What follows belongs to an exercise in optimizing a design on an open flow for small area and a short achievable clock period; a production flow would make more cautious choices.
Only simulation tests tie the RTL to the original design; equivalence was not proved.

== 11-14 ==
Design akkanat, start of the top module:
module akkanat (
    input  wire          clk_i,
    input  wire          rst_i,
    input  wire [31:0]   inst_i,
    input  wire [31:0]   data_mem_rdata_i,
    output wire [31:0]   pc_o,
    output wire [31:0]   data_mem_addr_o,
    output wire [31:0]   data_mem_wdata_o,
    output wire          data_mem_we_o,
    output wire [1023:0] regs_o,
    output wire [1:0]    cur_stage_o
);
Size: ~11000 cells after synthesis, about 1200 I/O pins, about 96000 µm² of cells after synthesis.
export LEC_CHECK = 0
export CAP_MARGIN = 20
export CORE_MARGIN = 2
export CORE_UTILIZATION = 25
export PLACE_DENSITY = 0.3
export SLEW_MARGIN = 20
create_clock -name core_clock -period 12.5 [get_ports {clk_i}]
standard.sh (not shown) runs the stock make flow with config.mk's settings and CLKGATE_MAP_FILE= SYNTH_SCRIPT=/design/flow/synth_recipe.tcl, a recipe that flattens the netlist after the stock synthesis.
==> flow/flow/run.sh <==
#!/bin/bash
# Standard ORFS layout (the standard.sh) with two changes:
#  - setup repair aims for a larger slack margin, so that the resizer works on paths
#    well below the clock period (the clock period and constraints are unchanged);
#  - port buffers use buf_1 instead of the default choice.
set -uo pipefail
MARGIN=$(cat flow/margin.txt 2>/dev/null || echo 6)
bash standard.sh SETUP_SLACK_MARGIN=$MARGIN \
  "BUFFER_PORTS_ARGS=-buffer_cell sky130_fd_sc_hd__buf_1" finish > standard.log 2>&1
==> flow/flow/margin.txt <==
7
11-14 reached the end of the flow, and the finished layout is clean on the timing, DRC and antenna checks.
For 06-22, these inputs were changed with respect to 11-14:
- SETUP_SLACK_MARGIN: unset -> 0.6
==> flow/run.sh (new file) <==
#!/bin/bash
# synth_recipe.tcl (not shown) runs the flow's synth.tcl, then flattens the netlist and writes it again
# the make line also repeats each setting of config.mk as NAME=value (left out here)
make -C /OpenROAD-flow-scripts/flow DESIGN_CONFIG=/design/flow/config.mk WORK_HOME=/design/flow/orfs CLKGATE_MAP_FILE= SYNTH_SCRIPT=/design/flow/synth_recipe.tcl finish
removed: flow/flow/run.sh
removed: flow/flow/margin.txt
removed: flow/standard.sh
Notes after the runs:
06-22 vs 11-14 — worst hold slack after final layout rose 0.0098 ns.
Taking 11-14 as the reference, in 06-22 insertion delay of the later-clocked pin in the worst-skew pair down 0.03 ns; achievable clock frequency fell about 18%; core utilization shows a reduction of 0.67 points; design area has decreased.
From 11-14 to 06-22 the numbers moved as follows: multi-input combinational cell count saw little to no change; number of iterations in the first detailed-routing pass saw an increase.
11-14 has a higher non-clock buffer count in the final layout than 06-22.
Going from 11-14 to 06-22, worst-case setup slack after placement grows by 0.24 ns.

========
== quartz ==
Another version of the RTL of akkanat (not shown whole).
Size: about 9700 cells after synthesis.
clock: 12.5 ns
lec_check: 0
cap_margin: 20
core_margin: 2
core_utilization: 50
cts_buf_list: sky130_fd_sc_hd__clkbuf_8 sky130_fd_sc_hd__clkbuf_16
cts_cluster_diameter: 60
cts_cluster_size: 30
place_density: 0.6
slew_margin: 20
synth_hierarchical: 1
==> flow/flow/run.sh <==
#!/bin/bash
# The standard layout (standard.sh: ORFS with the standard flow's config and synthesis), with
# three repair settings changed; the clock period and constraints are untouched:
#  - setup repair aims for a slack margin of MARGIN ns (flow/margin.txt), so that the
#    resizer also works on paths well inside the clock period;
#  - the resizer may swap cells of different footprints (MATCH_CELL_FOOTPRINT=0);
#  - port buffers are buf_1 cells.
# Every tool's output goes to ORFS's own logs under orfs/logs; make's output to standard.log.
set -uo pipefail
MARGIN=$(cat flow/margin.txt 2>/dev/null || echo 8)
bash standard.sh SETUP_SLACK_MARGIN=$MARGIN MATCH_CELL_FOOTPRINT=0 \
  "BUFFER_PORTS_ARGS=-buffer_cell sky130_fd_sc_hd__buf_1" finish > standard.log 2>&1
==> flow/flow/margin.txt <==
8.15
The flow did not stop early for quartz: all stages ran, and the layout cleared the timing, DRC and antenna checks.
Edits applied to the flow inputs when going from quartz to raven:
==> flow/flow/margin.txt <==
8
## What came out
Final area in raven is 2300 µm² lower than in quartz
From quartz to raven the numbers moved as follows: vias per cell roughly the same, count of instances resized after the clock tree is built lower, footprint of the multi-input gates lower.
diff inputs: raven => indigo
==> flow/flow/run.sh <==
#!/bin/bash
# The standard layout (standard.sh: ORFS with the standard flow's config and synthesis), with
# these layout settings changed; the clock period and constraints are untouched:
#  - setup repair aims for a slack margin of MARGIN ns (flow/margin.txt), so that the
#    resizer also works on paths well inside the clock period;
#  - the resizer may swap cells of different footprints (MATCH_CELL_FOOTPRINT=0);
#  - port buffers are buf_1 cells;
#  - clock tree synthesis gets its arguments explicitly (the same as config.mk's CTS
#    settings give it) plus -dont_use_dummy_load, so it adds no dummy load cells.
# Every tool's output goes to ORFS's own logs under orfs/logs; make's output to standard.log.
set -uo pipefail
MARGIN=$(cat flow/margin.txt 2>/dev/null || echo 8)
bash standard.sh SETUP_SLACK_MARGIN=$MARGIN MATCH_CELL_FOOTPRINT=0 \
  "BUFFER_PORTS_ARGS=-buffer_cell sky130_fd_sc_hd__buf_1" \
  "CTS_ARGS=-sink_clustering_enable -repair_clock_nets -sink_clustering_size 30 -sink_clustering_max_diameter 60 -buf_list {sky130_fd_sc_hd__clkbuf_8 sky130_fd_sc_hd__clkbuf_16} -dont_use_dummy_load" \
  finish > standard.log 2>&1
==> flow/flow/margin.txt <==
7.8
Notes after the runs:
Compared indigo against raven; via count normalized by instance count within noise. Comparing final worst-path setup slack for indigo and raven, the bigger number came from raven. Delta (indigo minus raven): maximum clock rate now smaller, cell count after placement shows no meaningful change, final hold violation count flat.
### indigo -> amber
==> flow/flow/run.sh <==
#!/bin/bash
# The standard layout (standard.sh: ORFS with the standard flow's config and synthesis), with
# these layout settings changed; the clock period and constraints are untouched:
#  - setup repair aims for a slack margin (flow/margin.txt: one value up to and including
#    clock tree synthesis, a second one for the repair after global routing, which
#    makes up for the slack that detailed routing usually takes away), so that the
#    resizer also works on paths well inside the clock period;
#  - the resizer may swap cells of different footprints (MATCH_CELL_FOOTPRINT=0);
#  - port buffers are buf_1 cells;
#  - clock tree synthesis gets its arguments explicitly (the same as config.mk's CTS
#    settings give it) plus -dont_use_dummy_load, so it adds no dummy load cells.
# Every tool's output goes to ORFS's own logs under orfs/logs; make's output to
# standard_cts.log and standard.log.
set -uo pipefail
read -r M1 M2 < flow/margin.txt
M2=${M2:-$M1}
ARGS=(MATCH_CELL_FOOTPRINT=0
  "BUFFER_PORTS_ARGS=-buffer_cell sky130_fd_sc_hd__buf_1"
  "CTS_ARGS=-sink_clustering_enable -repair_clock_nets -sink_clustering_size 30 -sink_clustering_max_diameter 60 -buf_list {sky130_fd_sc_hd__clkbuf_8 sky130_fd_sc_hd__clkbuf_16} -dont_use_dummy_load")
bash standard.sh SETUP_SLACK_MARGIN=$M1 "${ARGS[@]}" cts > standard_cts.log 2>&1
bash standard.sh SETUP_SLACK_MARGIN=$M2 "${ARGS[@]}" finish > standard.log 2>&1
==> flow/flow/margin.txt <==
8 8.3
--- outcome ---
- Higher fraction of area in registers goes to indigo over amber.
- Run comparison: indigo capture point of the worst path opx[29]; amber capture point of the worst path wd_q[18]
- Re final period demand of the worst path: amber is 0.45 ns down on indigo.
- Core utilization of the finished layout in amber is 4.0 points higher than in indigo
- amber: number of buffer and inverter instances along the worst setup path is 2 lower than what indigo reported.
- In amber, the placed wire-length estimate came out about 0.44% below the value in indigo.

## static timing again, ports no longer ideal
In the flow no input, the clock included, has a driving cell. The finished layouts below were timed again as built, in two steps.
Step 1 (the two cells are an assumption about what drives the block):
set clk [get_ports {clk_i}]
set_driving_cell -lib_cell sky130_fd_sc_hd__clkbuf_16 $clk
set_driving_cell -lib_cell sky130_fd_sc_hd__buf_2 [delete_from_list [all_inputs] $clk]
Step 2 moves the port delays by t, midway between the first and last clock arrival at a register: inputs arrive t later, outputs are due t later. That takes back most of the time a late clock gives input paths.
Slacks: ideal ports / drivers / drivers and shift; pairs: ideal ports / drivers.
| run | t (ns) | setup slack, ns | worst slew at a driven data input, ns |
|---|---|---|---|
| 11-14 | 1.032 | 5.030 / 5.030 / 5.030 | 0.26 |
| 06-22 | 1.028 | 3.384 / 3.384 / 3.384 | 0.29 |
| quartz | 0.965 | 7.801 / 7.836 / 6.871 | 0.18 |
| raven | 0.964 | 7.768 / 7.760 / 6.797 | 0.16 |
| indigo | 0.908 | 7.463 / 7.428 / 6.519 | 0.17 |
| amber | 0.923 | 7.909 / 7.909 / 7.030 | 0.18 |
After both steps setup and hold are still met in every run listed. The setup slack of raven, which loses most, moves by -0.008 ns with the drivers and by -0.971 ns with both steps.
